This is an optimization exercise on Yosys and OpenROAD, whose aim is small area, not a production implementation. In this exercise RTL edits were held to simulation tests only and were not proved equivalent to the original. Power is estimated from default activity; no workload was simulated. The clock port is modelled as an ideal driver; clocking choices that lean on that would not hold on a real chip.

==> indigo: inputs <==
==> flow/design.v <==
`timescale 1ns / 1ps
module SCALER_CLOCK_v2(
		input clk33_i,
		input rst_i,
		output khz_clk_o
    );
	localparam [15:0] MATCH = 33333;
	reg [15:0] counter;
	reg khz_clk;
	always @(posedge clk33_i) begin
		if (rst_i) begin
			counter <= {16{1'b0}};
			khz_clk <= 1'b0;
		end else begin
			if (khz_clk) counter <= {16{1'b0}};
			else counter <= counter + 1;
			khz_clk <= (counter == MATCH);
		end
	end
	assign khz_clk_o = khz_clk;
endmodule
`timescale 1ns / 1ps
module ANITA3_scaler(
		clk_i,
		rst_i,
		pps_i,
		count_i,
		scaler_o
    );
	parameter WIDTH = 8;
	parameter PRESCALE = 0;
	input clk_i;
	input rst_i;
	input pps_i;
	input count_i;
	output [WIDTH-1:0] scaler_o;
	reg [WIDTH+PRESCALE-1:0] counter;
	wire [WIDTH+PRESCALE:0] counter_plus_one = counter + 1;
	reg [WIDTH-1:0] scaler;
	always @(posedge clk_i) begin
		if (rst_i) begin
			counter <= {WIDTH+PRESCALE{1'b0}};
			scaler <= {WIDTH{1'b0}};
		end else begin
			if (pps_i) counter <= {WIDTH+PRESCALE{1'b0}};
			else if (count_i && !counter_plus_one[WIDTH+PRESCALE]) counter <= counter_plus_one;
			if (pps_i) scaler <= counter[PRESCALE +: WIDTH];
		end
	end
	assign scaler_o = scaler;
endmodule
`timescale 1ns / 1ps
module SCALER_TOPv2(
		input clk33_i,
		input rst_i,
		input [16:0] scal_i,
		input [4:0] scal_addr_i,
		input scal_rd_i,
		output [15:0] scal_dat_o,
		output [15:0] refpulse_cnt_o
    );
	localparam [15:0] MATCH = 33333;
	reg [15:0] tcnt;
	reg tick;
	always @(posedge clk33_i) begin
		if (rst_i) begin
			tcnt <= {16{1'b0}};
			tick <= 1'b0;
		end else begin
			if (tick) tcnt <= {16{1'b0}};
			else tcnt <= tcnt + 1;
			tick <= (tcnt == MATCH);
		end
	end
	wire pre_tick = (tcnt == MATCH);         
	wire at_e34 = (tcnt == 16'd32);
	wire at_e35 = (tcnt == 16'd33);
	reg reading;
	reg maybe_reading_too_slow;
	always @(posedge clk33_i) begin
		if (rst_i) begin
			reading <= 1'b0;
			maybe_reading_too_slow <= 1'b0;
		end else begin
			if ((scal_addr_i == {5{1'b0}}) && scal_rd_i)
				reading <= 1;
			else if ((scal_addr_i == {5{1'b1}}) && scal_rd_i)
				reading <= 0;
			else if (tick && maybe_reading_too_slow)
				reading <= 0;
			if (!reading) maybe_reading_too_slow <= 0;
			else if (tick && reading) maybe_reading_too_slow <= 1;
		end
	end
	reg swap;
	always @(posedge clk33_i) swap <= at_e34 && !reading;
	reg rp0;
	always @(posedge clk33_i) begin
		if (rst_i) rp0 <= 1'b0;
		else rp0 <= scal_i[0];
	end
	wire [32:0] cin;
	genvar k;
	generate
		for (k=0;k<16;k=k+1) begin : IN
			assign cin[k] = scal_i[1 + ((k+4) % 16)];
			assign cin[16+k] = scal_i[0] & scal_i[1 + ((k+4) % 16)];
		end
	endgenerate
	assign cin[32] = scal_i[0] && !rp0;
	wire clr_hi = rst_i | at_e35;
	wire clr_lo_u = rst_i | tick;
	wire clr_lo_g = rst_i | pre_tick;
	reg [15:0] rbuf [31:0];
	reg [15:0] rp_buf;
	generate
		for (k=0;k<33;k=k+1) begin : CNT
			wire grp_g = (k >= 16);
			wire clr_lo = grp_g ? clr_lo_g : clr_lo_u;
			wire snap = grp_g ? pre_tick : tick;
			reg [15:0] c;
			reg [5:0] hold;
			wire [16:0] t;
			assign t[0] = cin[k];
			genvar i;
			for (i=0;i<16;i=i+1) begin : B
				if (i == 5) begin : C5
					assign t[i+1] = t[i] & c[i] & !clr_lo;
				end else begin : CI
					assign t[i+1] = t[i] & c[i];
				end
				wire clr = (i < 6) ? clr_lo : clr_hi;
				if (k == 32 && i == 15) begin : Z
					always @(posedge clk33_i) c[i] <= 1'b0;
				end else begin : U
					always @(posedge clk33_i) c[i] <= !clr & (c[i] ^ t[i]);
				end
			end
			always @(posedge clk33_i)
				if (snap) hold <= c[5:0];
			wire [9:0] hi = c[15:6];
			if (k < 32) begin : RB
				always @(posedge clk33_i)
					if (swap) rbuf[k] <= {hi, hold};
			end else begin : RP
				always @(posedge clk33_i)
					if (swap) rp_buf <= {hi, hold};
			end
		end
	endgenerate
	reg [4:0] addr_q;
	always @(posedge clk33_i) addr_q <= scal_addr_i;
	assign scal_dat_o = rbuf[addr_q];
	assign refpulse_cnt_o = rp_buf;
endmodule
==> flow/flow/run.sh <==
#!/bin/bash
# The standard layout (standard.sh), with these changes:
#  - synthesis maps the logic with flow/abc_speed.script (area-oriented
#    mapping with relaxed delay, no buffering; the layout buffers later) and
#    without the half/full-adder extraction step (ADDER_MAP_FILE empty), so
#    abc maps the counters' adders together with their clears. Registers
#    are mapped before abc, so they are the standard synthesis's;
#  - port buffers are buf_1;
#  - the clock tree is built without dummy loads.
set -e
here=$(pwd)
rm -rf scripts_mod
cp -r "$FLOW_HOME/scripts" scripts_mod
cp flow/abc_speed.script scripts_mod/abc_speed.script
export SCRIPTS_DIR="$here/scripts_mod"
export ADDER_MAP_FILE=
export BUFFER_PORTS_ARGS="-buffer_cell sky130_fd_sc_hd__buf_1"
export CTS_ARGS="-sink_clustering_enable -repair_clock_nets -dont_use_dummy_load -buf_list sky130_fd_sc_hd__clkbuf_16 -sink_clustering_size 32 -sink_clustering_max_diameter 60"
bash standard.sh finish > standard.log 2>&1
==> flow/flow/abc_speed.script <==
&get -n
&st
&dch -f
&nf -R 1000 -F 8 -A 4 -a
&put
topo
dnsize -c
==> flow/standard.sh <==
#!/bin/bash
# synth_recipe.tcl (not shown) runs the flow's synth.tcl, then flattens the netlist and writes it again
# the make line also repeats each setting of config.mk as NAME=value (left out here)
make -C /OpenROAD-flow-scripts/flow DESIGN_CONFIG=/design/flow/config.mk WORK_HOME=/design/flow/orfs CLKGATE_MAP_FILE= SYNTH_SCRIPT=/design/flow/synth_recipe.tcl "${@:-finish}"
==> flow/config.mk <==
export PLATFORM = sky130hd
export DESIGN_NAME = SCALER_TOPv2
export DESIGN_NICKNAME = SCALER_TOPv2
export VERILOG_FILES = /design/flow/design.v
export SDC_FILE = /design/flow/constraint.sdc
export NUM_CORES = 4
export LEC_CHECK = 0
export CAP_MARGIN = 20
export CORE_MARGIN = 2
export CORE_UTILIZATION = 75
export PLACE_DENSITY = 0.85
export SLEW_MARGIN = 20
==> flow/constraint.sdc <==
create_clock -name core_clock -period 10.0 [get_ports {clk33_i}]
set_input_delay 2.0000 -clock core_clock [delete_from_list [all_inputs] [get_ports {clk33_i}]]
set_output_delay 2.0000 -clock core_clock [all_outputs]
set_load 0.01 [all_outputs]
==> inputs of onyx, as changes to indigo <==
--- a/flow/design.v
+++ b/flow/design.v
@@ -130,11 +130,7 @@
 					assign t[i+1] = t[i] & c[i];
 				end
 				wire clr = (i < 6) ? clr_lo : clr_hi;
-				if (k == 32 && i == 15) begin : Z
-					always @(posedge clk33_i) c[i] <= 1'b0;
-				end else begin : U
-					always @(posedge clk33_i) c[i] <= !clr & (c[i] ^ t[i]);
-				end
+				always @(posedge clk33_i) c[i] <= !clr & (c[i] ^ t[i]);
 			end
 			always @(posedge clk33_i)
 				if (snap) hold <= c[5:0];
==> flow/flow/run.sh (replaced) <==
#!/bin/bash
# The standard layout (standard.sh), with three changes:
#  - synthesis maps the logic with flow/abc_speed.script (same passes as
#    ORFS's speed script, with delay relaxation so the mapper favours area);
#    registers are mapped before abc, so they are the standard synthesis's;
#  - port buffers are buf_1;
#  - the clock tree is built without dummy loads.
set -e
here=$(pwd)
rm -rf scripts_mod
cp -r "$FLOW_HOME/scripts" scripts_mod
cp flow/abc_speed.script scripts_mod/abc_speed.script
export SCRIPTS_DIR="$here/scripts_mod"
export BUFFER_PORTS_ARGS="-buffer_cell sky130_fd_sc_hd__buf_1"
export CTS_ARGS="-sink_clustering_enable -repair_clock_nets -dont_use_dummy_load -buf_list sky130_fd_sc_hd__clkbuf_16 -sink_clustering_size 24 -sink_clustering_max_diameter 60"
bash standard.sh finish > standard.log 2>&1
==> flow/flow/abc_speed.script (replaced) <==
&get -n
&st
&dch
&nf -R 1000
&st
&syn2
&if -g -K 6
&synch2
&nf -R 1000
&put
buffer -c
topo
stime -c
upsize -c
dnsize -c
- CORE_UTILIZATION: 75 -> 60
- CTS_BUF_LIST: unset -> sky130_fd_sc_hd__clkbuf_16
- CTS_CLUSTER_DIAMETER: unset -> 60
- CTS_CLUSTER_SIZE: unset -> 24
- PLACE_DENSITY: 0.85 -> 0.75
==> inputs of lagoon, as changes to indigo <==
--- a/flow/flow/run.sh
+++ b/flow/flow/run.sh
@@ -15,5 +15,5 @@
 export SCRIPTS_DIR="$here/scripts_mod"
 export ADDER_MAP_FILE=
 export BUFFER_PORTS_ARGS="-buffer_cell sky130_fd_sc_hd__buf_1"
-export CTS_ARGS="-sink_clustering_enable -repair_clock_nets -dont_use_dummy_load -buf_list sky130_fd_sc_hd__clkbuf_16 -sink_clustering_size 32 -sink_clustering_max_diameter 60"
+export CTS_ARGS="-sink_clustering_enable -repair_clock_nets -dont_use_dummy_load -buf_list sky130_fd_sc_hd__clkbuf_16 -sink_clustering_size 32 -sink_clustering_max_diameter 70"
 bash standard.sh finish > standard.log 2>&1
- CORE_UTILIZATION: 75 -> 60
- CTS_BUF_LIST: unset -> sky130_fd_sc_hd__clkbuf_16
- CTS_CLUSTER_DIAMETER: unset -> 60
- CTS_CLUSTER_SIZE: unset -> 24
- PLACE_DENSITY: 0.85 -> 0.75
==> inputs of amber, as changes to indigo <==
--- a/flow/design.v
+++ b/flow/design.v
@@ -130,11 +130,7 @@
 					assign t[i+1] = t[i] & c[i];
 				end
 				wire clr = (i < 6) ? clr_lo : clr_hi;
-				if (k == 32 && i == 15) begin : Z
-					always @(posedge clk33_i) c[i] <= 1'b0;
-				end else begin : U
-					always @(posedge clk33_i) c[i] <= !clr & (c[i] ^ t[i]);
-				end
+				always @(posedge clk33_i) c[i] <= !clr & (c[i] ^ t[i]);
 			end
 			always @(posedge clk33_i)
 				if (snap) hold <= c[5:0];
--- a/flow/flow/run.sh
+++ b/flow/flow/run.sh
@@ -15,5 +15,5 @@
 export SCRIPTS_DIR="$here/scripts_mod"
 export ADDER_MAP_FILE=
 export BUFFER_PORTS_ARGS="-buffer_cell sky130_fd_sc_hd__buf_1"
-export CTS_ARGS="-sink_clustering_enable -repair_clock_nets -dont_use_dummy_load -buf_list sky130_fd_sc_hd__clkbuf_16 -sink_clustering_size 32 -sink_clustering_max_diameter 60"
+export CTS_ARGS="-sink_clustering_enable -repair_clock_nets -dont_use_dummy_load -buf_list sky130_fd_sc_hd__clkbuf_16 -sink_clustering_size 30 -sink_clustering_max_diameter 50"
 bash standard.sh finish > standard.log 2>&1
- CORE_UTILIZATION: 75 -> 60
- CTS_BUF_LIST: unset -> sky130_fd_sc_hd__clkbuf_16
- CTS_CLUSTER_DIAMETER: unset -> 60
- CTS_CLUSTER_SIZE: unset -> 24
- PLACE_DENSITY: 0.85 -> 0.75
==> results.txt <==
| quantity | amber | lagoon | indigo | onyx |
|---|---|---|---|---|
| Count of buffering cells on the critical path with inverters included | 3 | 1 | 2 | 2 |
| Synth Area in Compound Gates | 12.0% | 12.1% | 12.1% | 4.90% |
| Multi-input gate share of total cell area | 22.0% | 22.6% | 22.6% | 26.6% |
| Number of violations reported at the end of detailed-routing iteration 0 | 3,329 | 2,899 | 3,163 | 2,326 |
| Wire length on met1 | 38,600 um | 38,100 um | 36,500 um | 38,600 um |
| Total combinational power | 0.149 mW | 0.148 mW | 0.148 mW | 0.160 mW |
| Total number of clock tree sinks | 1,280 | 1,278 | 1,278 | 1,280 |
| Clock Latency Late Sink | 660 ps | 650 ps | 670 ps | 650 ps |
| Cell-internal power | 7.35 mW | 6.47 mW | 6.55 mW | 6.95 mW |
| Sequential Power Share | 60.7% | 68.7% | 68.0% | 64.2% |
| Share of final layout cell area taken by clock buffers and inverters | 5.36% | 2.76% | 3.04% | 3.85% |
| Largest stage delay on the critical path | 970 ps | 1050 ps | 980 ps | 710 ps |
| Slowest library cell on the worst path | sky130_fd_sc_hd__dfxtp_1 | sky130_fd_sc_hd__and3_1 | sky130_fd_sc_hd__dfxtp_1 | sky130_fd_sc_hd__nor2_1 |
| Run status | finished clean | finished clean | finished clean | finished clean |
| Share of final-layout standard cells stronger than drive strength 1 | 4.88% | 3.46% | 3.48% | 4.84% |
| Total leakage power | 17.4 nW | 16.8 nW | 16.8 nW | 21.3 nW |
| Number of antenna diodes | 2 | 0 | 0 | 2 |
| Arrival time of the worst setup path | 4060 ps | 3970 ps | 4050 ps | 3780 ps |
| Transition time at the pin with the least slew margin | 1140 ps | 1140 ps | 1140 ps | 1090 ps |
| Count of buffers from port buffering | 56 | 55 | 55 | 56 |
| Number of placement rows | 98 | 98 | 87 | 102 |
| Parity-gate share of the synthesized area counting xor and xnor cells | 0.709% | 0.730% | 0.730% | 0.809% |
| Net switching power figure | 1.78 mW | 1.58 mW | 1.59 mW | 1.70 mW |
| Tot GR Track Use | 25.4% | 23.8% | 30.9% | 25.4% |
| Area of the multi-input gates | 0.0105 mm2 | 0.0105 mm2 | 0.0105 mm2 | 0.0133 mm2 |
| Via count normalized by instance count | 6.35 | 6.25 | 6.76 | 5.81 |

-- static timing again, ports no longer ideal --
The flow's constraints put no driver on any port. The routed layouts listed below were extracted and timed again, unchanged, in two steps.
Step 1 sets driving cells, clkbuf_16 on the clock port and buf_2 on the other inputs (assumed; they add their load-dependent delay and slew).
Step 2 moves the port delays by t, midway between the first and last clock arrival at a register: inputs arrive t later, outputs are due t later. That takes back most of the time a late clock gives input paths.
a / b / c = no drivers / after step 1 / after step 2; a / b = the first two.
| run | t, ns | setup WS [ns] | worst setup path after step 2 | slew at the worst register clock pin (ns) | worst slew at a driven data input, ns |
|---|---|---|---|---|---|
| indigo | 0.709 | 3.951 / 3.884 / 4.299 | input to register | 0.12 / 0.12 | 0.06 |
| onyx | 0.684 | 4.224 / 4.158 / 3.755 | input to register | 0.09 / 0.09 | 0.03 |
| lagoon | 0.688 | 4.026 / 3.960 / 4.611 | input to register | 0.12 / 0.12 | 0.07 |
| amber | 0.708 | 3.938 / 3.872 / 4.547 | input to register | 0.09 / 0.09 | 0.14 |
After both steps every run listed still meets setup and hold. For onyx, which loses most, drivers alone change the setup slack by -0.066 ns; drivers and shift together by -0.469 ns.
